What follows belongs to an exercise in optimizing a design on an open flow for small area; a production flow would make more cautious choices.
Function was checked by simulation only, so behaviour that the tests miss may differ from the original.
No driver is modelled on the clock port, so clocking that relies on it looks cheaper here than on a real chip.
Power figures rest on the tool's default switching activity, not on a simulated workload.

## design/flow/config.mk

```make
export PLATFORM = sky130hd
export DESIGN_NAME = BankTicketMachineFSM
export DESIGN_NICKNAME = BankTicketMachineFSM
export VERILOG_FILES = /design/flow/design.v
export SDC_FILE = /design/flow/constraint.sdc
export NUM_CORES = 4
export LEC_CHECK = 0
export CAP_MARGIN = 0
export CORE_MARGIN = 2
export CORE_UTILIZATION = 40
export GPL_TIMING_DRIVEN = 0
export SLEW_MARGIN = 0
export SYNTH_HIERARCHICAL = 1
export SYNTH_MINIMUM_KEEP_SIZE = 0
```

## design/flow/constraint.sdc

```tcl
create_clock -name core_clock -period 5.0 [get_ports {clk}]
set_input_delay 1.0000 -clock core_clock [delete_from_list [all_inputs] [get_ports {clk}]]
set_output_delay 1.0000 -clock core_clock [all_outputs]
set_load 0.01 [all_outputs]
```

## design/flow/design.v

```verilog
module BankTicketMachineFSM (
    input clk,
    input rst_n,
    input [2:0] service_ButtonPress,
    input [3:0] officer_ButtonPress,
    output reg [6:0] Tickernum,
    output reg [1:0] Desknum,
    output reg [15:0] ticket_WaitingCustomers,
    output reg [2:0] ticket_ServiceType
    );
reg [2:0] act;
reg vld;
reg [15:0] q0, q1, q2;
wire [2:0] act_d;
wire nz0, nz1, nz2;
wire sel0, sel1, sel2, en0, en1, en2, dn, ld_n;
wire [6:0] tn_d;
wire [1:0] dk_d;
wire [2:0] st_d;
bank_ctrl ctrl (
    .s(service_ButtonPress), .o(officer_ButtonPress), .act(act), .vld(vld),
    .nz0(nz0), .nz1(nz1), .nz2(nz2), .tn(Tickernum), .dk(Desknum), .st(ticket_ServiceType),
    .act_d(act_d), .sel0(sel0), .sel1(sel1), .sel2(sel2), .en0(en0), .en1(en1), .en2(en2),
    .dn(dn), .ld_n(ld_n), .tn_d(tn_d), .dk_d(dk_d), .st_d(st_d));
bank_nz z0 (.q(q0), .nz(nz0));
bank_nz z1 (.q(q1), .nz(nz1));
bank_nz z2 (.q(q2), .nz(nz2));
wire [15:0] qs_n, x, t_n, nq, wc_d;
wire [3:0] tg, pg_n;
genvar i;
generate for (i = 0; i < 16; i = i + 1) begin : bits
    wire wc_h;
    bank_aoi222 mx (.a1(sel0), .a2(q0[i]), .b1(sel1), .b2(q1[i]), .c1(sel2), .c2(q2[i]), .y(qs_n[i]));
    if (i < 15) begin : xb
        bank_xnor2 xg (.a(qs_n[i]), .b(dn), .y(x[i]));
    end else begin : xn
        assign x[i] = 1'b0;
    end
    if (i % 4 == 0) begin : g0
        bank_xnor2 ng (.a(qs_n[i]), .b(tg[i/4]), .y(nq[i]));
        assign t_n[i] = 1'b0;
    end else begin : gn
        if (i % 4 == 1) begin : n1
            bank_nand2 tg1 (.a(tg[i/4]), .b(x[i-1]), .y(t_n[i]));
        end else if (i % 4 == 2) begin : n2
            bank_nand3 tg2 (.a(tg[i/4]), .b(x[i-2]), .c(x[i-1]), .y(t_n[i]));
        end else begin : n3
            bank_nand4 tg3 (.a(tg[i/4]), .b(x[i-3]), .c(x[i-2]), .d(x[i-1]), .y(t_n[i]));
        end
        bank_xor2 ng (.a(qs_n[i]), .b(t_n[i]), .y(nq[i]));
    end
    bank_nand2 wh (.a(ticket_WaitingCustomers[i]), .b(ld_n), .y(wc_h));
    bank_o21ai wm (.a1(qs_n[i]), .a2(ld_n), .b1(wc_h), .y(wc_d[i]));
end endgenerate
generate for (i = 0; i < 3; i = i + 1) begin : grp
    bank_nand4 pg (.a(x[4*i]), .b(x[4*i+1]), .c(x[4*i+2]), .d(x[4*i+3]), .y(pg_n[i]));
end endgenerate
assign pg_n[3] = 1'b1;
assign tg[0] = vld;
bank_inv tg1 (.a(pg_n[0]), .y(tg[1]));
bank_nor2 tg2 (.a(pg_n[0]), .b(pg_n[1]), .y(tg[2]));
bank_nor3 tg3 (.a(pg_n[0]), .b(pg_n[1]), .c(pg_n[2]), .y(tg[3]));
always @(posedge clk or negedge rst_n) begin
    if (!rst_n) begin
        act <= 3'b000;
        vld <= 1'b0;
    end else begin
        act <= act_d;
        vld <= 1'b1;
    end
end
always @(posedge clk) begin
    if (en0) q0 <= nq;
    if (en1) q1 <= nq;
    if (en2) q2 <= nq;
end
always @(posedge clk or negedge rst_n) begin
    if (!rst_n) begin
        Tickernum <= 7'd0;
        Desknum <= 2'd0;
        ticket_WaitingCustomers <= 16'd0;
        ticket_ServiceType <= 3'b000;
    end else begin
        Tickernum <= tn_d;
        Desknum <= dk_d;
        ticket_WaitingCustomers <= wc_d;
        ticket_ServiceType <= st_d;
    end
end
endmodule
module bank_ctrl (
    input [2:0] s, input [3:0] o, input [2:0] act, input vld,
    input nz0, input nz1, input nz2,
    input [6:0] tn, input [1:0] dk, input [2:0] st,
    output [2:0] act_d,
    output sel0, output sel1, output sel2, output en0, output en1, output en2,
    output dn, output ld_n,
    output [6:0] tn_d, output [1:0] dk_d, output [2:0] st_d
    );
wire s_oh = (s == 3'b001) | (s == 3'b010) | (s == 3'b100);
wire o_oh = (o == 4'b0001) | (o == 4'b0010) | (o == 4'b0100) | (o == 4'b1000);
assign act_d = (s != 3'b000) ? (s_oh ? {1'b0, s[2] | s[1], s[2] | s[0]} : 3'b000)
                             : (o_oh ? {1'b1, o[3] | o[2], o[3] | o[1]} : 3'b000);
wire isS = ~act[2] & (act[1] | act[0]);
wire S0 = (act == 3'b001);
wire S1 = (act == 3'b010);
wire S2 = (act == 3'b011);
wire O1 = (act == 3'b100);
wire O2 = (act == 3'b101);
wire O3 = (act == 3'b110);
wire O4 = (act == 3'b111);
assign sel0 = S0 | ((O1 | O4) & nz0) | (O3 & ~nz2 & nz0);
assign sel1 = S1 | (O1 & ~nz0 & nz1) | (O2 & nz1) | (O3 & ~nz2 & ~nz0 & nz1);
assign sel2 = S2 | (O1 & ~nz0 & ~nz1 & nz2) | (O2 & ~nz1 & nz2) | (O3 & nz2) | (O4 & ~nz0 & nz2);
assign en0 = sel0 | ~vld;
assign en1 = sel1 | ~vld;
assign en2 = sel2 | ~vld;
assign dn = act[2];
assign ld_n = ~isS;
wire found = act[2] & (sel0 | sel1 | sel2);
assign tn_d = tn + found;
assign dk_d = O1 ? 2'd0 : O2 ? 2'd1 : O3 ? 2'd2 : dk;
assign st_d = isS ? {S2, S1, S0} : st;
endmodule
module bank_nz (input [15:0] q, output nz);
assign nz = |q;
endmodule
module bank_aoi222 (input a1, input a2, input b1, input b2, input c1, input c2, output y);
assign y = ~((a1 & a2) | (b1 & b2) | (c1 & c2));
endmodule
module bank_xor2 (input a, input b, output y);
assign y = a ^ b;
endmodule
module bank_xnor2 (input a, input b, output y);
assign y = ~(a ^ b);
endmodule
module bank_nand2 (input a, input b, output y);
assign y = ~(a & b);
endmodule
module bank_nor2 (input a, input b, output y);
assign y = ~(a | b);
endmodule
module bank_o21ai (input a1, input a2, input b1, output y);
assign y = ~((a1 | a2) & b1);
endmodule
module bank_nand3 (input a, input b, input c, output y);
assign y = ~(a & b & c);
endmodule
module bank_nand4 (input a, input b, input c, input d, output y);
assign y = ~(a & b & c & d);
endmodule
module bank_nor3 (input a, input b, input c, output y);
assign y = ~(a | b | c);
endmodule
module bank_nor4 (input a, input b, input c, input d, output y);
assign y = ~(a | b | c | d);
endmodule
module bank_inv (input a, output y);
assign y = ~a;
endmodule
```

## design/flow/flow/run.sh

```bash
#!/bin/bash
# The standard ORFS layout (standard.sh) with three changes:
#  - the port buffers are sky130_fd_sc_hd__buf_1 cells;
#  - the clock is buffered by flow/clkbuf.tcl before CTS: a root buffer on
#    the clock port drives one buffer per group of registers. The clock net
#    then has a single sink and clock_tree_synthesis leaves it as it is;
#  - no dummy clock loads;
#  - after synthesis, flow/downsize.tcl gives each gate its smallest drive
#    strength, and the buffers synthesis added are removed; the repairs
#    size up what the layout needs;
#  - the repairs may resize a cell to any drive strength, not only to one
#    of the same footprint (MATCH_CELL_FOOTPRINT 0, passed to make as a
#    command-line variable so that it overrides the platform's setting).
# make's output goes to flow_make.log; each ORFS step logs to orfs/logs.
set -euo pipefail
here=$(pwd)
export BUFFER_PORTS_ARGS="-buffer_cell sky130_fd_sc_hd__buf_1"
export PRE_CTS_TCL="$here/flow/clkbuf.tcl"
export CTS_ARGS="-clk_nets clk -dont_use_dummy_load -buf_list sky130_fd_sc_hd__clkbuf_16"
export PRE_FLOORPLAN_TCL="$here/flow/downsize.tcl"
export REMOVE_ABC_BUFFERS=1
export CLKROOT_CELL=sky130_fd_sc_hd__clkbuf_4
export CLKLEAF_CELL=sky130_fd_sc_hd__clkbuf_8
export CLK_COLS=3
export CLK_ROWS=2
export MAKEFLAGS="MATCH_CELL_FOOTPRINT=0 RECOVER_POWER=100"
bash standard.sh > flow_make.log 2>&1
```

## design/flow/flow/clkbuf.tcl

```tcl
# Clock buffering in place of the H-tree: split the register clock pins into
# CLK_COLS x CLK_ROWS groups of equal size by position, drive each group from
# one CLKLEAF_CELL buffer at the group's centre, and drive those buffers from
# one CLKROOT_CELL buffer on the clock port. The clock net then has a single
# sink, so clock_tree_synthesis leaves it alone.
set block [ord::get_db_block]
set clknet [$block findNet clk]
set leafm [[ord::get_db] findMaster $::env(CLKLEAF_CELL)]
set rootm [[ord::get_db] findMaster $::env(CLKROOT_CELL)]
set cols $::env(CLK_COLS)
set rows $::env(CLK_ROWS)
set pins {}
foreach it [$clknet getITerms] {
  set bb [[$it getInst] getBBox]
  lappend pins [list $it [expr {([$bb xMin] + [$bb xMax]) / 2}] [expr {([$bb yMin] + [$bb yMax]) / 2}]]
}
set n [llength $pins]
set groups {}
set byx [lsort -integer -index 1 $pins]
for {set c 0} {$c < $cols} {incr c} {
  set slice [lrange $byx [expr {$c * $n / $cols}] [expr {($c + 1) * $n / $cols - 1}]]
  set m [llength $slice]
  set byy [lsort -integer -index 2 $slice]
  for {set r 0} {$r < $rows} {incr r} {
    lappend groups [lrange $byy [expr {$r * $m / $rows}] [expr {($r + 1) * $m / $rows - 1}]]
  }
}
set root [odb::dbInst_create $block $rootm clkbuf_root]
set rnet [odb::dbNet_create $block clknet_root]
$rnet setSigType CLOCK
[$root findITerm A] connect $clknet
[$root findITerm X] connect $rnet
set ax 0; set ay 0; set k 0; set sizes {}
foreach g $groups {
  set sx 0; set sy 0
  foreach p $g { incr sx [lindex $p 1]; incr sy [lindex $p 2] }
  set gx [expr {$sx / [llength $g]}]; set gy [expr {$sy / [llength $g]}]
  incr ax $gx; incr ay $gy
  set inst [odb::dbInst_create $block $leafm clkbuf_leaf_$k]
  set net [odb::dbNet_create $block clknet_leaf_$k]
  $net setSigType CLOCK
  [$inst findITerm A] connect $rnet
  [$inst findITerm X] connect $net
  $inst setLocation [expr {$gx - [$leafm getWidth] / 2}] [expr {$gy - [$leafm getHeight] / 2}]
  $inst setPlacementStatus PLACED
  foreach p $g {
    set it [lindex $p 0]
    $it disconnect
    $it connect $net
  }
  lappend sizes [llength $g]
  incr k
}
$root setLocation [expr {$ax / $k - [$rootm getWidth] / 2}] [expr {$ay / $k - [$rootm getHeight] / 2}]
$root setPlacementStatus PLACED
puts "clkbuf: $n clock pins in groups of $sizes"
```

## design/flow/flow/downsize.tcl

```tcl
# Synthesis sizes some gates for speed it does not need. Give every
# combinational cell the smallest-area drive strength of its kind; the
# timing repairs that follow size up whatever the layout needs.
set n 0
foreach inst [get_cells *] {
  set m [get_property $inst ref_name]
  if {![regexp {^(sky130_fd_sc_hd__[a-z0-9]+)_([0-9]+)$} $m -> base drive]} continue
  if {[regexp {__(df|edf|sdf|dl|conb|tap|fill|decap)} $base]} continue
  set best $m
  set best_area [get_property [get_lib_cells */$m] area]
  foreach d {0 1 2} {
    set c [get_lib_cells -quiet */${base}_$d]
    if {$c eq ""} continue
    if {[get_property $c dont_use]} continue
    set a [get_property $c area]
    if {$a < $best_area - 1e-6} { set best ${base}_$d; set best_area $a }
  }
  if {$best ne $m} {
    replace_cell $inst [get_lib_cells */$best]
    incr n
  }
}
puts "downsize: replaced $n cells"
```

## design/flow/standard.sh

```bash
#!/bin/bash
# synth_recipe.tcl (not shown) runs the flow's synth.tcl, then flattens the netlist and writes it again
# the make line also repeats each setting of config.mk as NAME=value (left out here)
make -C /OpenROAD-flow-scripts/flow DESIGN_CONFIG=/design/flow/config.mk WORK_HOME=/design/flow/orfs CLKGATE_MAP_FILE= SYNTH_SCRIPT=/design/flow/synth_recipe.tcl "${@:-finish}"
```

==> impl_metrics.tcl, run 1 <==
set metrics [dict create \
    grt.overflow.total 0 \
    routabilityCongestion 0.745 \
    finalSetupViolCount 0 \
    critPathKind "reg2reg" \
    fin_area_um2 3820 \
    final-hold-violation-count 0 \
    rrSetupSlack_ns 0.56 \
    final_antenna_net_count 0 \
    fin_skew_ns 0.0115 \
    numPortBuffers 36 \
    critPathArrivalTime_ns 4.57 \
    start_util_pct 41.4 \
    netlist_instances 260 \
    clock_latency_ns 0.40 \
    fp.coreArea_um2 8260 \
    yosysWarnings 7 \
    instances_no_fill 409 \
    routed_wl_um 6900 \
    dr.first_iter.drc_count 147 \
    grt_max_degree 33 \
    hold_buffers 0 \
    grt_pass1_vias 2206 \
    dpl.cell_count 402 \
    antenna_found_initial 0 \
    vias_per_cell 5.50 \
    startpoint_type "flip-flop" \
    so.violations "max-capacitance violations, max-slew violations" \
    tightestPinTransition_ns 1.74 \
    die_y_um 96.4 \
    rsz0062_at_grt "no" \
    post-route-min-period_ns 4.44 \
    track_usage_pct 15.2 \
    route.detailed.drc 0 \
    vias 2248 \
    grt_pass1_wl_um 11100 \
    timing.fmax_ghz 0.225 \
    wl_per_cell_um 16.9 \
    die_w_um 96.4 \
    nets 317 \
    post-route-util_pct 46.3 \
    vdd_ir_drop_max_uv 196 \
    cts.clk_slew.worst_paths_ns 0.09 \
    power_leakage_nw 1.36 \
    cp_max_fo 16 \
    drive_above_1_share_pct 3.62 \
    drt_first_pass_iters 4 \
    row_count 33 \
    pre_cts_slack_ns 0.119 \
    hold_path.class "reg2reg" \
    multi_input_area_um2 1160 \
    power_density_nw_per_um2 366 \
    cts-resized-gates 0 \
    end_kind "flip-flop" \
    worst_slack_ns 0.556 \
    hpwl_um 4900 \
    cap_viol_max_count 1 \
    dpl_cell_area_um2 3750 \
    die_area_um2 9300 \
    max_slew_margin_pct -15.8 \
    ios 37 \
    diodes 0 \
    fin_setup_tns_ns 0 \
    register_area_um2 2240 \
    status "failed layout checks" \
    cts_setup_buffers 0 \
    fillers 791 \
    maxSlewViolCount 33 \
    worst-endpoint-required_ns 5.13 \
    fin_crit_sh_pct 88.9 \
]
## critical path: stages, from the launching register on
cell	delay, ns
edfxtp_1	0.40
nor4_1	0.41
nand4_1	0.39
and4bb_1	0.32
o21ai_0	0.20
nand2_1	0.42
a222oi_1	0.69
xnor2_1	0.25
nand4_1	0.30
nor3_2	0.41
nand4_1	0.16
xor2_1	0.21
## cell type report
class,count,area share [%]
plain buffers,7,2.36
inverters,2,0.197
well taps,105,3.44
flip-flops and latches,80,58.7
multi-input cells,174,30.5
repair buffers,41,4.85
## flip-flops by register name (all words and copies together), names as in the netlist
register	count
ticket_WaitingCustomers	16
Tickernum	7
Desknum	2
q0	16
vld	1
act	3
q2	16
q1	16
ticket_ServiceType	3
## layout by cell type (no fill, tap or decap), types with 2 or more instances in the layout
master / instances
buf_1: 35
nor2_1: 12
nor4_1: 12
o21ai_0: 18
o211ai_1: 2
dfrtp_1: 32
nor3_1: 3
nand3_1: 9
nand2b_1: 5
a211oi_1: 2
nand4_1: 10
a222oi_1: 16
and2b_1: 2
a21oi_1: 3
edfxtp_1: 48
xor2_1: 13
xnor2_1: 25
o31a_1: 2
ha_1: 2
nor2b_1: 2
inv_1: 2
clkbuf_8: 6
clkbuf_1: 4
nand2_1: 23
## where the power goes
| group | switching (W) | internal [W] | total, W |
|---|---|---|---|
| Combinational | 0.000141 | 0.0000799 | 0.000221 |
| Clock | 0.000188 | 0.000117 | 0.000304 |
| Sequential | 0.0000588 | 0.000815 | 0.000874 |
## path summary, 6_finish.rpt
kind                                    from                           to  cells past startpoint
worst max register to register        q2[15]                       q2[15]                     11
worst min-delay path            Tickernum[6]                 Tickernum[6]                      1
max in group asynchronous              rst_n   ticket_WaitingCustomers[8]                      1
worst max-delay path                  q2[15]                       q2[15]                     11
min in group asynchronous              rst_n  ticket_WaitingCustomers[12]                      1
worst min register to register  Tickernum[6]                 Tickernum[6]                      1
## layer usage
layer | global-route usage (%) | vias up | share of wire, %
met5 | 0 | - | 0
met4 | 1.64 | 0 | 1.0
met3 | 1.86 | 5 | 6.0
met2 | 27.1 | 54 | 50
met1 | 20.8 | 1095 | 43
li1 | - | 1094 | -
## through the flow
step	hold slack [ns]	total power (W)
finish	0.477	0.00140
global route	0.512	0.00148
CTS	0.467	0.00135
detailed placement	0.467	0.00112
global placement	0.458	0.00110
floorplan	0.507	0.00102
==> inputs of run 2 (changes only) <==
==> design/flow/flow/run.sh (replaced) <==
#!/bin/bash
# The standard ORFS layout (standard.sh) with these changes:
#  - the port buffers are sky130_fd_sc_hd__buf_1 cells;
#  - the clock is buffered by flow/clkbuf.tcl before CTS: a root buffer on
#    the clock port drives one buffer per group of registers. The clock net
#    then has a single sink and clock_tree_synthesis leaves it as it is;
#  - no dummy clock loads;
#  - after synthesis, flow/downsize.tcl gives each gate its smallest drive
#    strength, and the buffers synthesis added are removed; the repairs
#    size up what the layout needs;
#  - after CTS, flow/shrink.tcl gives each gate the smallest drive strength
#    that keeps the slew, capacitance and fanout limits and some setup slack.
# make's output goes to flow_make.log; each ORFS step logs to orfs/logs.
set -euo pipefail
here=$(pwd)
export BUFFER_PORTS_ARGS="-buffer_cell sky130_fd_sc_hd__buf_1"
export PRE_CTS_TCL="$here/flow/clkbuf.tcl"
export CTS_ARGS="-clk_nets clk -dont_use_dummy_load -buf_list sky130_fd_sc_hd__clkbuf_16"
export PRE_FLOORPLAN_TCL="$here/flow/downsize.tcl"
export REMOVE_ABC_BUFFERS=1
export POST_CTS_TCL="$here/flow/shrink.tcl"
export SHRINK_SETUP_MARGIN=0.2
export CLKROOT_CELL=sky130_fd_sc_hd__clkbuf_4
export CLKLEAF_CELL=sky130_fd_sc_hd__clkbuf_8
export CLK_COLS=3
export CLK_ROWS=2
bash standard.sh > flow_make.log 2>&1
==> design/flow/flow/shrink.tcl (new file) <==
# Area recovery after CTS: give each gate, largest first, the smallest
# drive strength of its kind that keeps every slew, capacitance and fanout
# limit, and keeps the worst setup slack above SHRINK_SETUP_MARGIN ns (or
# its current value, if that is lower) and the worst hold slack at or above
# zero. Registers and clock buffers keep their cells.
estimate_parasitics -placement
proc shrink_limits_ok {} {
  return [expr {[sta::max_slew_violation_count] == 0
                && [sta::max_capacitance_violation_count] == 0
                && [sta::max_fanout_violation_count] == 0}]
}
set setup_floor [expr {min($::env(SHRINK_SETUP_MARGIN) * 1e-9, [sta::worst_slack_cmd max])}]
set hold_floor [expr {min(0.0, [sta::worst_slack_cmd min])}]
set limits0 [shrink_limits_ok]
set items {}
foreach inst [get_cells *] {
  set m [get_property $inst ref_name]
  if {[regexp {__(df|edf|sdf|dl|conb|tap|fill|decap|clkbuf|clkinv)} $m]} continue
  if {![regexp {^(sky130_fd_sc_hd__[a-z0-9]+)_([0-9]+)$} $m -> base drive]} continue
  lappend items [list $inst $m $base [get_property [get_lib_cells */$m] area]]
}
set items [lsort -real -decreasing -index 3 $items]
set n 0
set saved 0.0
foreach it $items {
  lassign $it inst m base area
  set cands {}
  foreach c [get_lib_cells */${base}_*] {
    set cn [get_name $c]
    if {![regexp "^${base}_\[0-9\]+\$" $cn]} continue
    if {[get_property $c dont_use]} continue
    set a [get_property $c area]
    if {$a < $area - 1e-6} { lappend cands [list $cn $a] }
  }
  foreach c [lsort -real -index 1 $cands] {
    lassign $c cn a
    replace_cell $inst [get_lib_cells */$cn]
    if {[sta::worst_slack_cmd max] >= $setup_floor && [sta::worst_slack_cmd min] >= $hold_floor
        && (![expr {$limits0}] || [shrink_limits_ok])} {
      incr n
      set saved [expr {$saved + $area - $a}]
      break
    }
    replace_cell $inst [get_lib_cells */$m]
  }
}
puts [format "shrink: resized %d cells, %.1f um2 less; worst setup slack %.3f ns" $n $saved [expr {[sta::worst_slack_cmd max] * 1e9}]]
detailed_placement
check_placement
==> run 2 against run 1 <==
Net effect: the run now finishes clean; worst hold slack gained 0.0044 ns; sequential share of layout area grew 0.23 points; core utilization shrank 0.18 points; register-to-register slack is essentially flat; critical path depth is the same; maximum frequency shrank 0.19%; cell area shrank 0.39%; first-iteration DRC count grew 14%; sequential cell count is the same; clock skew grew 0.00081 ns; global-route usage grew 0.058 points; cell count grew 0.49%.
==> impl_metrics.tcl, run 2 <==
set metrics [dict create \
    power_density_nw_per_um2 369 \
    dpl_cell_area_um2 3750 \
    drive_above_1_share_pct 3.92 \
    wl_met1_um 3130 \
    critPathKind "reg2reg" \
    r2r-start "q2[12]" \
    finalSetupViolCount 0 \
    grt.overflow.total 0 \
    end_kind "flip-flop" \
    critPathLaunch "q2[12]" \
    power.switching_w 0.000394 \
    vias_per_cell 5.57 \
    p_int_w 0.00101 \
    critPathArrivalTime_ns 4.59 \
    startpoint_type "flip-flop" \
    final_antenna_net_count 0 \
    fillers 779 \
    vdd_ir_drop_max_uv 239 \
    clock_latency_ns 0.41 \
    seqPwrFrac_pct 62.3 \
    pwr-share-clk_pct 22.0 \
    worst-endpoint-required_ns 5.14 \
    fin_setup_tns_ns 0 \
    yosysWarnings 7 \
    wl_per_cell_um 17.0 \
    grt_max_degree 33 \
    row_count 33 \
    register_area_um2 2240 \
    max_slew_margin_pct 22.7 \
    fin_area_um2 3800 \
    grt_pass1_vias 2188 \
    r2r_cells 11 \
    comb_power_share_pct 15.7 \
    dr.first_iter.drc_count 168 \
    fin_skew_ns 0.0123 \
    routed_wl_um 6990 \
    diodes 0 \
    cts.clk_slew.worst_paths_ns 0.09 \
    status "finished clean" \
    routabilityCongestion 0.745 \
    hpwl_um 4880 \
    power_leakage_nw 1.36 \
    worst_slack_ns 0.547 \
    final-hold-violation-count 0 \
    rrSetupSlack_ns 0.55 \
    worstHoldEndpoint "Tickernum[6]" \
    post-route-min-period_ns 4.45 \
    die_y_um 96.4 \
    die_w_um 96.4 \
    hold_path.class "reg2reg" \
    vias 2289 \
    drt_first_pass_iters 5 \
    final_common_cell "edfxtp_1" \
    maxSlewViolCount 0 \
    die_area_um2 9300 \
    timing.fmax_ghz 0.225 \
    track_usage_pct 15.3 \
    antenna_found_initial 0 \
    min-delay-start "Tickernum[6]" \
    rsz0062_at_grt "no" \
    hold_depth 1 \
    cp_max_fo 16 \
    ios 37 \
    top_layer "met4" \
    final_cell_mix "edfxtp_1, buf_1, dfrtp_1" \
    tightestPinTransition_ns 1.16 \
    fp.coreArea_um2 8260 \
    swShare_pct 28.1 \
    r2r_end "q0[15]" \
    start_util_pct 41.4 \
    grt_pass1_wl_um 11200 \
    nets 319 \
    fin_crit_sh_pct 89.1 \
    dr_wl_met2_um 3370 \
    netlist_instances 260 \
    pre_cts_slack_ns 0.156 \
    wl_met3_um 406 \
    cap_viol_max_count 0 \
    route.detailed.drc 0 \
    numPortBuffers 36 \
    multi_input_area_um2 1160 \
]
## run 2: power by group through the flow
stage	Sequential, W	Combinational [W]	Clock (W)
detailed placement	0.000889	0.000231	0
global route	0.000888	0.000250	0.000342
finish	0.000875	0.000221	0.000309
floorplan	0.000894	0.000124	0
global placement	0.000887	0.000215	0
## run 2: metrics by stage
stage	total power [W]	cells	util [%]	hold WS (ns)
finish	0.00140	411	46.1	0.481
global route	0.00148	411	46.1	0.517
detailed placement	0.00112	402	45.4	0.467
global placement	0.00110	397	44.4	0.458
floorplan	0.00102	256	-	0.507
## run 2: final cells by class
class / count / share of cell area (%)
flip-flops and latches: 80 / 58.9
repair buffers: 43 / 4.47
well taps: 105 / 3.45
multi-input cells: 174 / 30.6
inverters: 2 / 0.197
plain buffers: 7 / 2.37
## run 2: how the worst max path moves through the flow
stage                   to  slack, ns  cells after the start
floorplan           q0[15]       1.35                      8
finish              q0[15]       0.55                     11
global placement    q1[15]      -0.17                      8
detailed placement  q1[15]       0.16                     11
global route        q1[14]       0.18                     11
## run 2: layer usage
metal / vias to the layer above / global-route usage [%]
met5: - / 0
met4: 0 / 1.41
met3: 8 / 1.71
met2: 63 / 26.2
met1: 1121 / 22.0
li1: 1097 / -
## run 2: critical path: stages, from the launching register on
cell and delay (ns):
edfxtp_1 0.40, nor4_1 0.40, nand4_1 0.37, and4bb_1 0.32
o21ai_0 0.20, nand2_1 0.42, a222oi_1 0.75, xnor2_1 0.22
nand4_1 0.27, nor3_2 0.43, nand4_1 0.17, xor2_1 0.21
==> inputs of run 3 (changes only) <==
--- a/design/flow/design.v
+++ b/design/flow/design.v
@@ -89,25 +89,31 @@
 end
 endmodule
-module bank_ctrl (
-    input [2:0] s, input [3:0] o, input [2:0] act, input vld,
-    input nz0, input nz1, input nz2,
+module bank_ctrl (input [2:0] s, input [3:0] o, input [2:0] act, input vld, input nz0, input nz1, input nz2,
     input [6:0] tn, input [1:0] dk, input [2:0] st,
-    output [2:0] act_d,
-    output sel0, output sel1, output sel2, output en0, output en1, output en2,
-    output dn, output ld_n,
-    output [6:0] tn_d, output [1:0] dk_d, output [2:0] st_d
-    );
-wire s_oh = (s == 3'b001) | (s == 3'b010) | (s == 3'b100);
-wire o_oh = (o == 4'b0001) | (o == 4'b0010) | (o == 4'b0100) | (o == 4'b1000);
-assign act_d = (s != 3'b000) ? (s_oh ? {1'b0, s[2] | s[1], s[2] | s[0]} : 3'b000)
-                             : (o_oh ? {1'b1, o[3] | o[2], o[3] | o[1]} : 3'b000);
-wire isS = ~act[2] & (act[1] | act[0]);
-wire S0 = (act == 3'b001);
-wire S1 = (act == 3'b010);
-wire S2 = (act == 3'b011);
-wire O1 = (act == 3'b100);
-wire O2 = (act == 3'b101);
-wire O3 = (act == 3'b110);
-wire O4 = (act == 3'b111);
+    output reg [2:0] act_d, output sel0, output sel1, output sel2, output en0, output en1, output en2,
+    output dn, output ld_n, output [6:0] tn_d, output [1:0] dk_d, output [2:0] st_d);
+always @(*) begin
+    case (s)
+        3'b001: act_d = 3'd1;
+        3'b010: act_d = 3'd2;
+        3'b100: act_d = 3'd3;
+        3'b000: case (o)
+            4'b0001: act_d = 3'd4;
+            4'b0010: act_d = 3'd5;
+            4'b0100: act_d = 3'd7;
+            4'b1000: act_d = 3'd6;
+            default: act_d = 3'd0;
+        endcase
+        default: act_d = 3'd0;
+    endcase
+end
+wire S0 = (act == 3'd1);
+wire S1 = (act == 3'd2);
+wire S2 = (act == 3'd3);
+wire O1 = (act == 3'd4);
+wire O2 = (act == 3'd5);
+wire O3 = (act == 3'd7);
+wire O4 = (act == 3'd6);
+wire isS = S0 | S1 | S2;
 assign sel0 = S0 | ((O1 | O4) & nz0) | (O3 & ~nz2 & nz0);
 assign sel1 = S1 | (O1 & ~nz0 & nz1) | (O2 & nz1) | (O3 & ~nz2 & ~nz0 & nz1);
--- a/design/flow/flow/run.sh
+++ b/design/flow/flow/run.sh
@@ -23,5 +23,5 @@
 export CLKROOT_CELL=sky130_fd_sc_hd__clkbuf_4
 export CLKLEAF_CELL=sky130_fd_sc_hd__clkbuf_8
-export CLK_COLS=3
-export CLK_ROWS=2
+export CLK_COLS=5
+export CLK_ROWS=1
 bash standard.sh > flow_make.log 2>&1
==> run 3 against run 2 <==
Net effect: cell count shrank 1.9%; sequential share of layout area grew 0.79 points; die area shrank 0.74%; sequential power shrank 2.5%; synthesized cell count shrank 2.3%; total power shrank 5.2%; via count shrank 2.0%; sequential cell count is the same; still clean on timing, DRC and antenna; maximum frequency is essentially flat; largest cell class unchanged; clock skew shrank 0.0021 ns; critical endpoint unchanged; clock power shrank 9.1%; wire length shrank 0.96%.
==> impl_metrics.tcl, run 3 <==
set metrics [dict create \
    status "finished clean" \
    critPathLaunch "act[2]" \
    final_common_cell "edfxtp_1" \
    drive_above_1_share_pct 3.36 \
    r2r-start "act[2]" \
    fillers 767 \
    vdd_ir_drop_max_uv 278 \
    start_util_pct 41.3 \
    grt_max_degree 33 \
    grt.overflow.total 0 \
    antenna_found_initial 0 \
    synth_edf_count 48 \
    instances_no_fill 403 \
    synth_common_cells "edfxtp_1, dfrtp_1, xnor2_1" \
    post-route-util_pct 45.7 \
    cap_viol_max_count 0 \
    power_leakage_nw 1.32 \
    cp_max_fo 30 \
    min-delay-start "Tickernum[6]" \
    grt_pass1_wl_um 11300 \
    ios 37 \
    hold_path.class "reg2reg" \
    netlist_instances 254 \
    rsz0062_at_grt "no" \
    timing.fmax_ghz 0.225 \
    worst_slack_ns 0.549 \
    startpoint_type "flip-flop" \
    fin_crit_sh_pct 89.0 \
    yosys.area.top_type_share_pct 42.2 \
    ys_seq_elements 80 \
    tightestPinTransition_ns 1.26 \
    routed_wl_um 6920 \
    track_usage_pct 15.6 \
    end_kind "flip-flop" \
    row_count 33 \
    routabilityCongestion 0.789 \
    power_density_nw_per_um2 355 \
    max_slew_margin_pct 16.0 \
    finalSetupViolCount 0 \
    hpwl_um 4900 \
    synthFlopType "edfxtp_1" \
    final_antenna_net_count 0 \
    final_cell_mix "edfxtp_1, buf_1, dfrtp_1" \
    ys_types 34 \
    fp.coreArea_um2 8220 \
    fin_setup_tns_ns 0 \
    die_y_um 96.1 \
    dr.first_iter.drc_count 166 \
    yosys_area_um2 3410 \
    vias 2244 \
    die_w_um 96.1 \
    yosysSeqAreaShare_pct 65.7 \
    final-hold-violation-count 0 \
    critPathKind "reg2reg" \
    nets 311 \
    netlist_top_cells_area "edfxtp_1, dfrtp_1, xnor2_1, a222oi_1, xor2_1" \
    yosysWarnings 8 \
    grt_pass1_vias 2231 \
    clock_latency_ns 0.38 \
    route.detailed.drc 0 \
    async_reset_ff_share_pct 40.0 \
    die_area_um2 9230 \
    worst-endpoint-required_ns 5.10 \
    numPortBuffers 36 \
    post-route-min-period_ns 4.45 \
    dpl.cell_count 396 \
    fin_skew_ns 0.0103 \
    cts.clk_slew.worst_paths_ns 0.10 \
    diodes 0 \
    synth_largest_area_cell "edfxtp_1" \
    wl_per_cell_um 17.2 \
    pre_cts_slack_ns 0.210 \
    critPathArrivalTime_ns 4.55 \
    synth.most_common_cell "edfxtp_1" \
    drt_first_pass_iters 7 \
    maxSlewViolCount 0 \
    vias_per_cell 5.57 \
]
## run 3: final cells by class
type                    count  area [µm²]  area share (%)
well taps                 105         131            3.50
inverters                   4        15.0           0.400
flip-flops and latches     80        2240            59.7
multi-input cells         167        1130            30.1
plain buffers               6        76.3            2.03
repair buffers             41         159            4.23
## run 3: stage by stage
| stage | power, W | hold slack [ns] | cell area (µm²) |
|---|---|---|---|
| after floorplan | 0.000981 | 0.507 | 3380 |
| after global placement | 0.00106 | 0.460 | 3650 |
| after detailed placement | 0.00107 | 0.468 | 3720 |
| after global routing | 0.00140 | 0.520 | 3750 |
| final | 0.00133 | 0.477 | 3750 |
## run 3: worst max-delay path, stage by stage, from the launching register on
cell and delay (ns):
dfrtp_1 1.19, o22ai_1 0.48, buf_4 0.31, a222oi_1 0.76, xnor2_1 0.21, nand4_1 0.23, nor3_1 0.57, nand4_1 0.19
xor2_1 0.22
## run 3: kinds of logic after synthesis
kind of cell,count (synthesis),synth area share [%]
DFF,80,65.7
xor gates and xnor gates,38,9.75
adders and majority gates,2,0.733
other,1,0.110
buffers and inverters,7,1.03
AOI/OAI and AO/OA,54,11.6
and+or+nand+nor,72,11.1
## run 3: per-layer routing
layer / part of all wire (%) / vias up / global-route usage (%)
met2: 51 / 69 / 28.1
met1: 43 / 1082 / 21.2
met5: 0 / - / 0
li1: - / 1082 / -
met3: 5.2 / 11 / 1.10
met4: 1.4 / 0 / 2.26
## run 3: worst paths after layout
check	end	slack (ns)	cells after the start
min in group asynchronous	Desknum[0]	0.68	1
hold reg to reg	Tickernum[6]	0.48	1
setup reg to reg	q0[15]	0.55	8
hold / removal	Tickernum[6]	0.48	1
max in group asynchronous	ticket_WaitingCustomers[2]	3.85	1
setup / recovery	q0[15]	0.55	8
## run 3: power by group
| group | internal [W] | switching (W) | leakage [nW] |
|---|---|---|---|
| Clock | 0.0000999 | 0.000182 | 0.0406 |
| Sequential | 0.000800 | 0.0000528 | 0.924 |
| Combinational | 0.0000687 | 0.000129 | 0.359 |
| Total | 0.000968 | 0.000363 | 1.32 |
## run 3: modules after synthesis (local to each module, per instance), excerpt
module	area, µm²	times used	cells inside	flip-flops and latches
BankTicketMachineFSM	2250	1	81	80
bank_ctrl	404	1	61	0
bank_nz	31.3	3	5	0
bank_inv	3.75	1	1	0
bank_aoi222	10.0	16	1	0
bank_nor3	10.0	1	1	0
bank_nand4	6.26	7	1	0
bank_o21ai	5.00	16	1	0
bank_nor2	3.75	1	1	0
==> inputs of run 4 (changes only) <==
--- a/design/flow/flow/run.sh
+++ b/design/flow/flow/run.sh
@@ -23,5 +23,5 @@
 export CLKROOT_CELL=sky130_fd_sc_hd__clkbuf_4
 export CLKLEAF_CELL=sky130_fd_sc_hd__clkbuf_8
-export CLK_COLS=5
+export CLK_COLS=4
 export CLK_ROWS=1
 bash standard.sh > flow_make.log 2>&1
==> run 4 against run 3 <==
Net effect: global-route usage shrank 0.20 points; still clean; die area is the same; total power shrank 2.0%.
==> impl_metrics.tcl, run 4 <==
set metrics [dict create \
    pre_cts_slack_ns 0.210 \
    post-route-util_pct 45.5 \
    worst_slack_ns 0.565 \
    die_w_um 96.1 \
    async_reset_ff_share_pct 40.0 \
    whs_ns 0.478 \
    startpoint_type "flip-flop" \
    track_usage_pct 15.4 \
    timing.fmax_ghz 0.225 \
    max_slew_margin_pct 16.0 \
    power_density_nw_per_um2 349 \
    ios 37 \
    route.detailed.drc 0 \
    finalSetupViolCount 0 \
    fp.coreArea_um2 8220 \
    fillers 761 \
    yosys.area.top_type_share_pct 42.2 \
    critPathKind "reg2reg" \
    final-hold-violation-count 0 \
    ys_types 34 \
    grt_pass1_wl_um 11200 \
    row_count 33 \
    vias 2225 \
    synth_common_cells "edfxtp_1, dfrtp_1, xnor2_1" \
    routabilityCongestion 0.789 \
    synth_largest_area_cell "edfxtp_1" \
    numPortBuffers 36 \
    fin_skew_ns 0.0102 \
    routed_wl_um 6820 \
    cp_max_fo 30 \
    clock_latency_ns 0.37 \
    hold_path.class "reg2reg" \
    post-route-min-period_ns 4.44 \
    yosys_area_um2 3410 \
    cap_viol_max_count 0 \
    cts.clk_slew.worst_paths_ns 0.11 \
    final_cell_mix "edfxtp_1, buf_1, dfrtp_1" \
    hpwl_um 4900 \
    yosysWarnings 8 \
    rsz0062_at_grt "no" \
    report.power.total_w 0.00131 \
    worst-endpoint-required_ns 5.10 \
    synthFlopType "edfxtp_1" \
    register_area_um2 2240 \
    vias_per_cell 5.53 \
    synth_edf_count 48 \
    final_antenna_net_count 0 \
    ys_seq_elements 80 \
    power_leakage_nw 1.32 \
    wl_per_cell_um 17.0 \
    diodes 0 \
    dr.first_iter.drc_count 135 \
    die_y_um 96.1 \
    maxSlewViolCount 0 \
    die_area_um2 9230 \
    critPathArrivalTime_ns 4.53 \
    start_util_pct 41.3 \
    drive_above_1_share_pct 3.03 \
    nets 310 \
    final_common_cell "edfxtp_1" \
    fin_setup_tns_ns 0 \
    multi_input_area_um2 1130 \
    netlist_instances 254 \
    synth.most_common_cell "edfxtp_1" \
    status "finished clean" \
    antenna_found_initial 0 \
    tightestPinTransition_ns 1.26 \
    vdd_ir_drop_max_uv 282 \
    grt_pass1_vias 2229 \
    drt_first_pass_iters 5 \
    grt_max_degree 33 \
    yosysSeqAreaShare_pct 65.7 \
    grt.overflow.total 0 \
    netlist_top_cells_area "edfxtp_1, dfrtp_1, xnor2_1, a222oi_1, xor2_1" \
    fin_crit_sh_pct 88.7 \
    end_kind "flip-flop" \
]
[run 4: worst max-delay path, stage by stage (launching register included)]
cell	delay (ns)
dfrtp_1	1.20
o22ai_1	0.48
buf_4	0.31
a222oi_1	0.76
xnor2_1	0.21
nand4_1	0.22
nor3_1	0.56
nand4_1	0.20
xor2_1	0.22
[run 4: routing by layer]
layer | track usage (%) | routed length [µm] | up-vias
li1 | - | - | 1082
met1 | 20.9 | 3030 | 1079
met2 | 27.5 | 3370 | 56
met3 | 1.41 | 326 | 8
met4 | 2.14 | 95 | 0
met5 | 0 | 0 | -
[run 4: modules after synthesis, one instance, submodules excluded]
module,cell area [µm²],cells inside
bank_nor3,10.0,1
bank_nz,31.3,5
bank_o21ai,5.00,1
bank_inv,3.75,1
bank_xnor2,8.76,1
bank_ctrl,404,61
bank_nor2,3.75,1
bank_aoi222,10.0,1
bank_nand3,5.00,1
BankTicketMachineFSM,2250,81
bank_xor2,8.76,1
bank_nand2,3.75,1
bank_nand4,6.26,1
[run 4: worst paths after layout]
| path | start | slack, ns | depth (start not counted) | to |
|---|---|---|---|---|
| worst min-delay path | Tickernum[6] | 0.48 | 1 | Tickernum[6] |
| max in group asynchronous | rst_n | 3.85 | 1 | ticket_WaitingCustomers[2] |
| min in group asynchronous | rst_n | 0.68 | 1 | ticket_ServiceType[1] |
| worst min register to register | Tickernum[6] | 0.48 | 1 | Tickernum[6] |
| worst max-delay path | act[2] | 0.56 | 8 | q0[15] |
| worst max register to register | act[2] | 0.56 | 8 | q0[15] |
[run 4: area by class of cell]
class / instances / area share [%]
Timing Repair Buffer: 41 / 4.25
Sequential cell: 80 / 59.9
Multi-Input combinational cell: 167 / 30.2
Buffer: 5 / 1.67
Inverter: 4 / 0.401
Tap cell: 105 / 3.51
[run 4: power by group]
| part | switching (W) | total, W | internal (W) |
|---|---|---|---|
| sequential | 0.0000532 | 0.000853 | 0.000800 |
| clock | 0.000172 | 0.000255 | 0.0000829 |
| combinational | 0.000128 | 0.000197 | 0.0000687 |
| total | 0.000354 | 0.00131 | 0.000951 |
[run 4: kinds of logic after synthesis]
family          count (synthesis)  synth area share, %
xor+xnor                       38                 9.75
compound gates                 54                 11.6
flops                          80                 65.7
buf+inv                         7                 1.03
fa+ha+maj                       2                0.733
other cells                     1                0.110
simple gates                   72                 11.1
[run 4: stage by stage]
stage	cell area, µm²	std cells
6_report	3740	402
3_5_place_dp	3720	396
2_1_floorplan	3380	251
3_3_place_gp	3650	392
5_1_grt	3740	402
==> inputs of run 5 (changes only) <==
--- a/design/flow/flow/run.sh
+++ b/design/flow/flow/run.sh
@@ -23,5 +23,5 @@
 export CLKROOT_CELL=sky130_fd_sc_hd__clkbuf_4
 export CLKLEAF_CELL=sky130_fd_sc_hd__clkbuf_8
-export CLK_COLS=4
-export CLK_ROWS=1
+export CLK_COLS=2
+export CLK_ROWS=2
 bash standard.sh > flow_make.log 2>&1
==> run 5 against run 4 <==
Net effect: critical path depth is 3 higher; combinational power about the same; core utilization about the same; largest cell class unchanged.
==> impl_metrics.tcl, run 5 <==
set metrics [dict create \
    ios 37 \
    yosys_area_um2 3410 \
    comb_power_share_pct 15.0 \
    rrSetupSlack_ns 0.63 \
    timing.fmax_ghz 0.229 \
    critPathLaunch "q0[11]" \
    tightestPinTransition_ns 1.25 \
    critPathArrivalTime_ns 4.48 \
    final_common_cell "edfxtp_1" \
    cp_max_fo 16 \
    routabilityCongestion 0.789 \
    whs_ns 0.478 \
    fin_crit_sh_pct 87.4 \
    post-route-util_pct 45.5 \
    synth.most_common_cell "edfxtp_1" \
    diodes 0 \
    routed_wl_um 6820 \
    power.switching_w 0.000356 \
    ys_seq_elements 80 \
    fin_area_um2 3740 \
    r2r_end "q1[15]" \
    grt.overflow.total 0 \
    fp.coreArea_um2 8220 \
    final_antenna_net_count 0 \
    hold_path.class "reg2reg" \
    route.detailed.drc 0 \
    final-hold-violation-count 0 \
    hpwl_um 4900 \
    clock_latency_ns 0.38 \
    synth_common_cells "edfxtp_1, dfrtp_1, xnor2_1" \
    worst-endpoint-required_ns 5.11 \
    post-route-min-period_ns 4.37 \
    dpl_cell_area_um2 3720 \
    grt_pass1_vias 2229 \
    grt_max_degree 33 \
    yosysSeqAreaShare_pct 65.7 \
    cap_viol_max_count 0 \
    instances_no_fill 401 \
    yosysWarnings 8 \
    seqPwrFrac_pct 65.2 \
    p_int_w 0.000950 \
    critPathKind "reg2reg" \
    synth_compound_area_share_pct 11.6 \
    die_w_um 96.1 \
    fin_skew_ns 0.00450 \
    max_slew_margin_pct 16.8 \
    async_reset_ff_share_pct 40.0 \
    track_usage_pct 15.5 \
    pwr-share-clk_pct 19.7 \
    cp-endpoint "q1[15]" \
    finalSetupViolCount 0 \
    die_y_um 96.1 \
    power_leakage_nw 1.31 \
    power_density_nw_per_um2 349 \
    cts.clk_slew.worst_paths_ns 0.11 \
    nets 309 \
    synthMuxAreaShare_pct 0 \
    synth_largest_area_cell "edfxtp_1" \
    yosys.area_share.simple_pct 11.1 \
    synth_top_family_by_area "compound AO/OA/AOI/OAI gates" \
    drt_first_pass_iters 6 \
    grt_pass1_wl_um 11200 \
    netlist_top_cells_area "edfxtp_1, dfrtp_1, xnor2_1, a222oi_1, xor2_1" \
    vdd_ir_drop_max_uv 144 \
    fin_setup_tns_ns 0 \
    wl_per_cell_um 17.0 \
    yosys.area.top_type_share_pct 42.2 \
    status "finished clean" \
    row_count 33 \
    synthAdderAreaFrac_pct 0.733 \
    startpoint_type "flip-flop" \
    vias 2245 \
    numPortBuffers 36 \
    start_util_pct 41.3 \
    ys_types 34 \
    final_cell_mix "edfxtp_1, buf_1, dfrtp_1" \
    maxSlewViolCount 0 \
    netlist_instances 254 \
    end_kind "flip-flop" \
    synth_edf_count 48 \
    swShare_pct 27.3 \
    synth_xor_area_share_pct 9.75 \
    dr.first_iter.drc_count 147 \
    synthFlopType "edfxtp_1" \
    vias_per_cell 5.60 \
    drive_above_1_share_pct 3.04 \
    dpl.cell_count 396 \
    antenna_found_initial 0 \
    r2r_cells 11 \
    r2r-start "q0[11]" \
    rsz0062_at_grt "no" \
    die_area_um2 9230 \
]
-- run 5: cell count changes in the layout (fill, tap and decap cells not counted), sizes merged --
cell	previous run	this run
buf	41	40
-- run 5: critical path, cell delays in order, from the launching register on --
cell,delay (ns)
edfxtp_1,0.42
nor4_1,0.45
nand4_1,0.29
nor2b_1,0.24
a2bb2oi_1,0.16
o22ai_2,0.66
a222oi_1,0.30
xnor2_1,0.35
nand4_1,0.25
nor3_1,0.57
nand4_1,0.20
xor2_1,0.22
-- run 5: how the worst min path moves through the flow --
stage                       startpoint           end  slack, ns  depth (start not counted)
final                     Tickernum[6]  Tickernum[6]       0.48                          1
after global routing      Tickernum[6]  Tickernum[6]       0.52                          1
after detailed placement  Tickernum[6]  Tickernum[6]       0.47                          1
after global placement    Tickernum[6]  Tickernum[6]       0.46                          1
after floorplan           Tickernum[6]  Tickernum[6]       0.51                          1
-- run 5: cell families after synthesis --
kind of cell | Yosys count
AO/OA/AOI/OAI | 54
AND/OR/NAND/NOR | 72
other | 1
buffers and inverters | 7
XOR/XNOR | 38
flip-flops | 80
adder cells (fa/ha/maj) | 2
-- run 5: final cells by class --
cell class	instances	area, µm²
Tap cell	105	131
Inverter	4	15.0
Timing Repair Buffer	40	151
Multi-Input combinational cell	167	1140
Fill cell	769	4480
Sequential cell	80	2240
Buffer	5	62.6
-- run 5: per-stage QoR --
stage / setup slack (ns) / total power [W]
floorplan: 1.46 / 0.000981
global placement: 0.197 / 0.00106
detailed placement: 0.210 / 0.00107
global route: 0.156 / 0.00137
finish: 0.630 / 0.00131
-- run 5: metal layers --
| layer | track usage (%) | vias to the layer above | part of all wire [%] |
|---|---|---|---|
| met5 | 0 | - | 0 |
| met2 | 27.0 | 69 | 48 |
| met1 | 21.6 | 1088 | 43 |
| li1 | - | 1075 | - |
| met4 | 2.86 | 0 | 2.0 |
| met3 | 0.861 | 13 | 6.6 |
-- run 5: modules after synthesis, one instance, submodules excluded, excerpt --
module                cell area [µm²]  flip-flops and latches  copies in the design
bank_inv                         3.75                       0                     1
bank_nz                          31.3                       0                     3
bank_xor2                        8.76                       0                    12
bank_nor3                        10.0                       0                     1
bank_nand2                       3.75                       0                    20
BankTicketMachineFSM             2250                      80                     1
bank_nor2                        3.75                       0                     1
bank_nand4                       6.26                       0                     7
bank_ctrl                         404                       0                     1
bank_xnor2                       8.76                       0                    19
-- run 5: power groups by stage --
stage,registers [W],clock network (W),logic [W]
floorplan,0.000872,0,0.000109
global placement,0.000866,0,0.000193
detailed placement,0.000866,0,0.000206
global route,0.000863,0.000287,0.000223
finish,0.000853,0.000258,0.000197
==> inputs of run 6 (changes only) <==
--- a/design/flow/config.mk
+++ b/design/flow/config.mk
@@ -8,5 +8,5 @@
 export CAP_MARGIN = 0
 export CORE_MARGIN = 2
-export CORE_UTILIZATION = 40
+export CORE_UTILIZATION = 50
 export GPL_TIMING_DRIVEN = 0
 export SLEW_MARGIN = 0
==> run 6 against run 5 <==
Net effect: register-to-register slack worse by 0.15 ns; clock skew barely moved; maximum frequency shrank 3.2%; critical path type unchanged; wire length rose by 0.25%; sequential share of layout area rose by 0.49 points; critical path depth stayed put; global-route usage up 3.4 points.
==> impl_metrics.tcl, run 6 <==
set metrics [dict create \
    status "finished clean" \
    final_cell_mix "edfxtp_1, buf_1, dfrtp_1" \
    worst_slack_ns 0.484 \
    r2r_end "q0[15]" \
    ios 37 \
    die_area_um2 7460 \
    cp_max_fo 16 \
    final_antenna_net_count 0 \
    rsz0062_at_grt "no" \
    critPathArrivalTime_ns 4.64 \
    numPortBuffers 36 \
    fin_skew_ns 0.00447 \
    pre_cts_slack_ns 0.0326 \
    yosys.area.top_type_share_pct 42.2 \
    p_int_w 0.000951 \
    power_density_nw_per_um2 354 \
    dr.first_iter.drc_count 235 \
    top_layer "met4" \
    power.switching_w 0.000361 \
    yosysSeqAreaShare_pct 65.7 \
    vdd_ir_drop_max_uv 185 \
    hpwl_um 4910 \
    cp_slowest_cell "o22ai_2" \
    startpoint_type "flip-flop" \
    cts.clk_slew.worst_paths_ns 0.11 \
    critPathLaunch "q0[12]" \
    final-hold-violation-count 0 \
    worstHoldEndpoint "Tickernum[6]" \
    synth_common_cells "edfxtp_1, dfrtp_1, xnor2_1" \
    yosysWarnings 8 \
    cap_viol_max_count 0 \
    netlist_instances 254 \
    wl_per_cell_um 18.1 \
    synthFlopType "edfxtp_1" \
    netlist_top_cells_area "edfxtp_1, dfrtp_1, xnor2_1, a222oi_1, xor2_1" \
    diodes 0 \
    fillers 592 \
    multi_input_area_um2 1130 \
    post-route-util_pct 55.5 \
    ys_types 34 \
    comb_power_share_pct 15.0 \
    async_reset_ff_share_pct 40.0 \
    pwr-share-clk_pct 20.0 \
    routed_wl_um 6840 \
    timing.fmax_ghz 0.221 \
    clock_latency_ns 0.40 \
    min-delay-start "Tickernum[6]" \
    wl_met1_um 3000 \
    ys_seq_elements 80 \
    rrSetupSlack_ns 0.48 \
    hold_path.class "reg2reg" \
    swShare_pct 27.5 \
    report.power.total_w 0.00131 \
    register_area_um2 2240 \
    wl_met3_um 382 \
    r2r_cells 11 \
    dr_wl_met2_um 3300 \
    antenna_found_initial 0 \
    synth.most_common_cell "edfxtp_1" \
    grt_pass1_wl_um 11200 \
    whs_ns 0.487 \
    routabilityCongestion 0.761 \
    vias 2271 \
    maxSlewViolCount 0 \
    final_common_cell "edfxtp_1" \
    critPathKind "reg2reg" \
    die_w_um 86.4 \
    synth_edf_count 48 \
    fin_setup_tns_ns 0 \
    row_count 30 \
    grt.overflow.total 0 \
    r2r-start "q0[12]" \
    vias_per_cell 6.02 \
    power_leakage_nw 1.32 \
    start_util_pct 50.7 \
    end_kind "flip-flop" \
    yosys_area_um2 3410 \
    track_usage_pct 18.9 \
    seqPwrFrac_pct 65.0 \
    path_cells "nor4_1 -> nand4_1 -> nor2b_1 -> a2bb2oi_1 -> o22ai_2 -> a222oi_1 -> xnor2_1 -> nand4_1 -> nor3_1 -> nand4_1 -> xor2_1" \
    grt_max_degree 33 \
    post-route-min-period_ns 4.52 \
    die_y_um 86.4 \
    fp.coreArea_um2 6680 \
    fin_crit_sh_pct 90.3 \
    nets 310 \
    route.detailed.drc 0 \
    worst-endpoint-required_ns 5.13 \
    synth_largest_area_cell "edfxtp_1" \
    hold_depth 1 \
    drive_above_1_share_pct 3.03 \
    grt_pass1_vias 2255 \
    tightestPinTransition_ns 1.22 \
    drt_first_pass_iters 4 \
    critPathMaxStageDelay_ns 0.66 \
    finalSetupViolCount 0 \
    path_common_cell "nand4_1" \
    max_slew_margin_pct 18.4 \
]
==> run 6: cell counts after synthesis <==
No cell type changed its count.
==> run 6: power by group through the flow <==
stage / combinational [W] / clock (W) / sequential (W)
2_1_floorplan: 0.000109 / 0 / 0.000872
3_3_place_gp: 0.000192 / 0 / 0.000867
3_5_place_dp: 0.000207 / 0 / 0.000868
5_1_grt: 0.000222 / 0.000287 / 0.000864
6_report: 0.000197 / 0.000262 / 0.000853
==> run 6: how the worst max path moves through the flow <==
| stage | to | slack, ns | cells after the start |
|---|---|---|---|
| 6_report | q0[15] | 0.48 | 11 |
| 5_1_grt | q1[15] | 0.05 | 11 |
| 3_5_place_dp | q2[15] | 0.03 | 8 |
| 2_1_floorplan | q0[15] | 1.46 | 11 |
| 3_3_place_gp | q1[15] | 0.09 | 11 |
==> run 6: final cells by class <==
cell class              instances  share of cell area [%]
well taps                      80                    2.70
repair buffers                 41                    4.28
flip-flops and latches         80                    60.4
inverters                       4                   0.405
multi-input cells             167                    30.5
plain buffers                   5                    1.69
==> run 6: cell families after synthesis <==
logic type,after synthesis,share of synthesized area (%)
adders and majority gates,2,0.733
xor gates and xnor gates,38,9.75
other,1,0.110
DFF,80,65.7
buffers and inverters,7,1.03
and+or+nand+nor,72,11.1
AOI/OAI and AO/OA,54,11.6
==> run 6: metrics by stage <==
step	cell area, µm²	instances
3_5_place_dp	3700	371
5_1_grt	3710	377
2_1_floorplan	3380	251
6_report	3710	377
3_3_place_gp	3610	367
==> run 6: critical path, delay by kind of cell, from the launching register on <==
family	cells	cell delay, ns
XOR/XNOR	2	0.59
AND/OR/NAND/NOR	6	2.07
flip-flops	1	0.43
AO/OA/AOI/OAI	3	1.12
==> run 6: per-module statistics from Yosys, one instance, submodules excluded, excerpt <==
module	cell area, µm²	cells inside
BankTicketMachineFSM	2250	81
bank_aoi222	10.0	1
bank_nor3	10.0	1
bank_xor2	8.76	1
bank_xnor2	8.76	1
bank_o21ai	5.00	1
bank_nor2	3.75	1
bank_inv	3.75	1
bank_nand2	3.75	1
==> run 6: per-layer routing <==
layer | GRT usage [%] | vias up
li1 | - | 1077
met1 | 26.7 | 1111
met2 | 32.4 | 69
met3 | 1.33 | 14
met4 | 4.40 | 0
met5 | 0 | -
==> inputs of run 7 (changes only) <==
--- a/design/flow/flow/run.sh
+++ b/design/flow/flow/run.sh
@@ -23,5 +23,5 @@
 export CLKROOT_CELL=sky130_fd_sc_hd__clkbuf_4
 export CLKLEAF_CELL=sky130_fd_sc_hd__clkbuf_8
-export CLK_COLS=2
+export CLK_COLS=3
 export CLK_ROWS=2
 bash standard.sh > flow_make.log 2>&1
--- a/design/flow/config.mk
+++ b/design/flow/config.mk
@@ -8,5 +8,5 @@
 export CAP_MARGIN = 0
 export CORE_MARGIN = 2
-export CORE_UTILIZATION = 50
+export CORE_UTILIZATION = 40
 export GPL_TIMING_DRIVEN = 0
 export SLEW_MARGIN = 0
==> run 7 against run 6 <==
Net effect: maximum frequency up 3.9%; first-iteration DRC count fell by 32%; sequential cell count unchanged; sequential share of layout area down 0.92 points; total power up 3.4%; synthesized cell count did not move; die area is 24% higher; wire length is 1.3% higher; core utilization is 9.7 points lower; cell area up 1.6%; critical endpoint is now q1[14]; highest routed layer unchanged.
==> impl_metrics.tcl, run 7 <==
set metrics [dict create \
    critPathKind "reg2reg" \
    grt.overflow.total 0 \
    cts.clk_slew.worst_paths_ns 0.09 \
    critPathArrivalTime_ns 4.47 \
    synthFlopType "edfxtp_1" \
    diodes 0 \
    track_usage_pct 15.6 \
    fin_crit_sh_pct 87.0 \
    numPortBuffers 36 \
    post-route-min-period_ns 4.35 \
    power_leakage_nw 1.33 \
    synth_edf_count 48 \
    fp.coreArea_um2 8220 \
    fin_skew_ns 0.0135 \
    max_slew_margin_pct 17.3 \
    power_density_nw_per_um2 360 \
    fillers 766 \
    dr.first_iter.drc_count 160 \
    hold_path.class "reg2reg" \
    route.detailed.drc 0 \
    clock_latency_ns 0.41 \
    grt_max_degree 33 \
    async_reset_ff_share_pct 40.0 \
    die_area_um2 9230 \
    final_common_cell "edfxtp_1" \
    fin_setup_tns_ns 0 \
    rsz0062_at_grt "no" \
    vias_per_cell 5.55 \
    drive_above_1_share_pct 3.69 \
    tightestPinTransition_ns 1.24 \
    routed_wl_um 6930 \
    synth_largest_area_cell "edfxtp_1" \
    routabilityCongestion 0.789 \
    startpoint_type "flip-flop" \
    start_util_pct 41.3 \
    antenna_found_initial 0 \
    cap_viol_max_count 0 \
    synth.most_common_cell "edfxtp_1" \
    hpwl_um 4900 \
    die_y_um 96.1 \
    drt_first_pass_iters 4 \
    nets 311 \
    report.power.total_w 0.00136 \
    ys_types 34 \
    dpl.cell_count 396 \
    yosysSeqAreaShare_pct 65.7 \
    yosys.area.top_type_share_pct 42.2 \
    ys_seq_elements 80 \
    yosys_area_um2 3410 \
    instances_no_fill 403 \
    ios 37 \
    vias 2236 \
    final-hold-violation-count 0 \
    final_cell_mix "edfxtp_1, buf_1, dfrtp_1" \
    netlist_top_cells_area "edfxtp_1, dfrtp_1, xnor2_1, a222oi_1, xor2_1" \
    worst-endpoint-required_ns 5.12 \
    die_w_um 96.1 \
    row_count 33 \
    maxSlewViolCount 0 \
    grt_pass1_vias 2252 \
    finalSetupViolCount 0 \
    grt_pass1_wl_um 11300 \
    timing.fmax_ghz 0.230 \
    yosysWarnings 8 \
    end_kind "flip-flop" \
    wl_per_cell_um 17.2 \
    status "finished clean" \
    vdd_ir_drop_max_uv 161 \
    synth_common_cells "edfxtp_1, dfrtp_1, xnor2_1" \
    final_antenna_net_count 0 \
    netlist_instances 254 \
    cp_max_fo 16 \
]
==> run 7: cell counts after synthesis <==
Identical to the previous run, type by type.
==> run 7: power breakdown <==
group          internal, W  switching, W
Combinational    0.0000682      0.000128
Clock             0.000116      0.000190
Sequential        0.000800     0.0000530
==> run 7: critical path, stage by stage (launching register included) <==
cell and delay, ns:
edfxtp_1 0.40, nor4_1 0.44, nand4_1 0.29, nor2b_1 0.23
a2bb2oi_1 0.16, o22ai_2 0.66, a222oi_1 0.30, xnor2_1 0.35
nand4_1 0.25, nor3_1 0.57, nand3_1 0.17, xor2_1 0.22
==> run 7: per-module statistics from Yosys (local to each module, per instance), a selection <==
module | area (µm²) | flip-flops and latches | copies in the design
bank_nand4 | 6.26 | 0 | 7
BankTicketMachineFSM | 2250 | 80 | 1
bank_xnor2 | 8.76 | 0 | 19
bank_xor2 | 8.76 | 0 | 12
bank_ctrl | 404 | 0 | 1
bank_nor2 | 3.75 | 0 | 1
bank_nand3 | 5.00 | 0 | 4
bank_o21ai | 5.00 | 0 | 16
bank_nor3 | 10.0 | 0 | 1
bank_nz | 31.3 | 0 | 3
bank_aoi222 | 10.0 | 0 | 16
bank_nand2 | 3.75 | 0 | 20
==> run 7: final cells by class <==
class	count	area, µm²	area share (%)
inverter	4	15.0	0.399
tap	105	131	3.49
buffer	7	90.1	2.39
multi-input combinational	167	1140	30.2
sequential	80	2240	59.5
timing repair buffer	40	151	4.02
==> run 7: stage by stage <==
stage	util, %	hold WS [ns]	area, µm²	worst slack [ns]
6_report	45.9	0.473	3770	0.651
3_3_place_gp	44.4	0.460	3650	0.197
5_1_grt	45.9	0.517	3770	0.168
2_1_floorplan	-	0.507	3380	1.46
3_5_place_dp	45.2	0.468	3720	0.210
==> run 7: final timing paths <==
check / start / end / slack (ns) / cells past startpoint
setup / recovery: q0[11] / q1[14] / 0.65 / 11
hold / removal: Tickernum[6] / Tickernum[6] / 0.47 / 1
setup reg to reg: q0[11] / q1[14] / 0.65 / 11
hold reg to reg: Tickernum[6] / Tickernum[6] / 0.47 / 1
max in group asynchronous: rst_n / ticket_WaitingCustomers[15] / 3.88 / 1
min in group asynchronous: rst_n / ticket_ServiceType[1] / 0.65 / 1
==> run 7: cells by family after synthesis <==
| group | Yosys count | synth area share [%] |
|---|---|---|
| other | 1 | 0.110 |
| AOI/OAI and AO/OA | 54 | 11.6 |
| adders and majority gates | 2 | 0.733 |
| buffers and inverters | 7 | 1.03 |
| DFF | 80 | 65.7 |
| and+or+nand+nor | 72 | 11.1 |
| xor gates and xnor gates | 38 | 9.75 |
==> run 7: metal layers <==
metal	routed length [µm]	vias up	global-route usage (%)	share of wire, %
li1	-	1083	-	-
met1	3110	1097	21.4	45
met2	3370	48	27.4	49
met3	362	8	1.57	5.2
met4	87	0	2.74	1.3
met5	0	-	0	0
==> inputs of run 8 (changes only) <==
--- a/design/flow/flow/run.sh
+++ b/design/flow/flow/run.sh
@@ -21,7 +21,7 @@
 export POST_CTS_TCL="$here/flow/shrink.tcl"
 export SHRINK_SETUP_MARGIN=0.2
-export CLKROOT_CELL=sky130_fd_sc_hd__clkbuf_4
+export CLKROOT_CELL=sky130_fd_sc_hd__clkbuf_8
 export CLKLEAF_CELL=sky130_fd_sc_hd__clkbuf_8
-export CLK_COLS=3
+export CLK_COLS=2
 export CLK_ROWS=2
 bash standard.sh > flow_make.log 2>&1
==> run 8 against run 7 <==
Net effect: critical path type unchanged; cell count is 0.50% lower; sequential power barely moved; critical endpoint is now q0[15]; still clean on timing, DRC and antenna; largest cell class unchanged; via count up 1.3%.
==> impl_metrics.tcl, run 8 <==
set metrics [dict create \
    startpoint_type "flip-flop" \
    report.power.total_w 0.00132 \
    critPathArrivalTime_ns 4.46 \
    wl_per_cell_um 17.0 \
    fp.coreArea_um2 8220 \
    end_kind "flip-flop" \
    grt_pass1_vias 2224 \
    route.detailed.drc 0 \
    ys_seq_elements 80 \
    row_count 33 \
    dr.first_iter.drc_count 137 \
    synth_common_cells "edfxtp_1, dfrtp_1, xnor2_1" \
    worst-endpoint-required_ns 5.06 \
    max_slew_margin_pct 16.1 \
    synth_largest_area_cell "edfxtp_1" \
    power_density_nw_per_um2 351 \
    routed_wl_um 6840 \
    hold_path.class "reg2reg" \
    drive_above_1_share_pct 3.04 \
    track_usage_pct 15.4 \
    cap_viol_max_count 0 \
    power_leakage_nw 1.32 \
    final_common_cell "edfxtp_1" \
    cp_top_family "simple AND/OR/NAND/NOR gates" \
    ys_types 34 \
    post-route-min-period_ns 4.41 \
    cp_max_fo 16 \
    vdd_ir_drop_max_uv 156 \
    maxSlewViolCount 0 \
    synth_edf_count 48 \
    async_reset_ff_share_pct 40.0 \
    synth.most_common_cell "edfxtp_1" \
    grt_pass1_wl_um 11200 \
    yosys.area.top_type_share_pct 42.2 \
    die_w_um 96.1 \
    final-hold-violation-count 0 \
    fin_skew_ns 0.00397 \
    grt_max_degree 33 \
    cp_slowest_cell "o22ai_2" \
    status "finished clean" \
    yosysWarnings 8 \
    path_cells "nor4_1 -> nand4_1 -> nor2b_1 -> a2bb2oi_1 -> o22ai_2 -> a222oi_1 -> xnor2_1 -> nand4_1 -> nor3_1 -> nand4_1 -> xor2_1" \
    synthFlopType "edfxtp_1" \
    drt_first_pass_iters 5 \
    ios 37 \
    vias 2264 \
    cts.clk_slew.worst_paths_ns 0.11 \
    netlist_instances 254 \
    r2r-start "q0[12]" \
    die_area_um2 9230 \
    antenna_found_initial 0 \
    hpwl_um 4900 \
    routabilityCongestion 0.789 \
    critPathKind "reg2reg" \
    timing.fmax_ghz 0.227 \
    nets 309 \
    final_antenna_net_count 0 \
    path_buf_inv 0 \
    critPathMaxStageDelay_ns 0.66 \
    rsz0062_at_grt "no" \
    critPathLaunch "q0[12]" \
    tightestPinTransition_ns 1.26 \
    path_common_cell "nand4_1" \
    diodes 0 \
    yosys_area_um2 3410 \
    fin_crit_sh_pct 88.1 \
    grt.overflow.total 0 \
    vias_per_cell 5.65 \
    yosysSeqAreaShare_pct 65.7 \
    die_y_um 96.1 \
    min-delay-start "Tickernum[6]" \
    clock_latency_ns 0.33 \
    final_cell_mix "edfxtp_1, buf_1, dfrtp_1" \
    start_util_pct 41.3 \
    fin_setup_tns_ns 0 \
    netlist_top_cells_area "edfxtp_1, dfrtp_1, xnor2_1, a222oi_1, xor2_1" \
    numPortBuffers 36 \
    finalSetupViolCount 0 \
]
## run 8: cell counts after synthesis
No cell type changed its count.
## run 8: metal layers
layer  share of wire (%)  global-route usage [%]  vias to the layer above
met4                 2.1                    2.62                        0
met2                  48                    27.0                       72
li1                    -                       -                     1074
met1                  44                    21.6                     1104
met5                   0                       0                        -
met3                 6.1                   0.861                       14
## run 8: logic make-up (layout without fill, tap and decap cells)
| kind of cell | count (synthesis) | in the layout | synth area share (%) |
|---|---|---|---|
| flops | 80 | 80 | 65.7 |
| simple gates | 72 | 72 | 11.1 |
| compound gates | 54 | 54 | 11.6 |
| xor+xnor | 38 | 38 | 9.75 |
| buf+inv | 7 | 49 | 1.03 |
| fa+ha+maj | 2 | 2 | 0.733 |
| other cells | 1 | 1 | 0.110 |
## run 8: cell type report
type	instances	area, µm²
Multi-Input combinational cell	167	1140
Buffer	5	68.8
Sequential cell	80	2240
Inverter	4	15.0
Timing Repair Buffer	40	151
Fill cell	771	4470
Tap cell	105	131
## run 8: stage by stage
step | cell area [µm²] | util [%] | hold WS, ns | worst slack, ns | std cells
2_1_floorplan | 3380 | - | 0.507 | 1.46 | 251
3_3_place_gp | 3650 | 44.4 | 0.460 | 0.197 | 392
3_5_place_dp | 3720 | 45.2 | 0.468 | 0.210 | 396
5_1_grt | 3750 | 45.6 | 0.522 | 0.156 | 401
6_report | 3750 | 45.6 | 0.478 | 0.594 | 401
## run 8: worst paths after layout
kind	to	slack [ns]	depth (start not counted)
setup / recovery	q0[15]	0.59	11
hold / removal	Tickernum[6]	0.48	1
setup reg to reg	q0[15]	0.59	11
hold reg to reg	Tickernum[6]	0.48	1
max in group asynchronous	ticket_WaitingCustomers[11]	3.82	1
min in group asynchronous	Tickernum[1]	0.72	1
## run 8: per-module statistics from Yosys, one instance, submodules excluded
module	flip-flops and latches	cells inside	copies in the design	cell area, µm²
BankTicketMachineFSM	80	81	1	2250
bank_aoi222	0	1	16	10.0
bank_ctrl	0	61	1	404
bank_inv	0	1	1	3.75
bank_nand2	0	1	20	3.75
bank_nand3	0	1	4	5.00
bank_nand4	0	1	7	6.26
bank_nor2	0	1	1	3.75
bank_nor3	0	1	1	10.0
bank_nz	0	5	3	31.3
bank_o21ai	0	1	16	5.00
bank_xnor2	0	1	19	8.76
bank_xor2	0	1	12	8.76
## run 8: where the power goes
group	leakage (nW)	switching, W	internal, W
sequential	0.924	0.0000531	0.000800
clock	0.0359	0.000174	0.0000919
combinational	0.357	0.000129	0.0000682
total	1.32	0.000356	0.000960
## run 8: worst register-to-register path, cell delays in order (launching register included)
cell and delay [ns]:
edfxtp_1 0.43, nor4_1 0.46, nand4_1 0.30, nor2b_1 0.24, a2bb2oi_1 0.16, o22ai_2 0.66
a222oi_1 0.30, xnor2_1 0.35, nand4_1 0.25, nor3_1 0.57, nand4_1 0.20, xor2_1 0.22
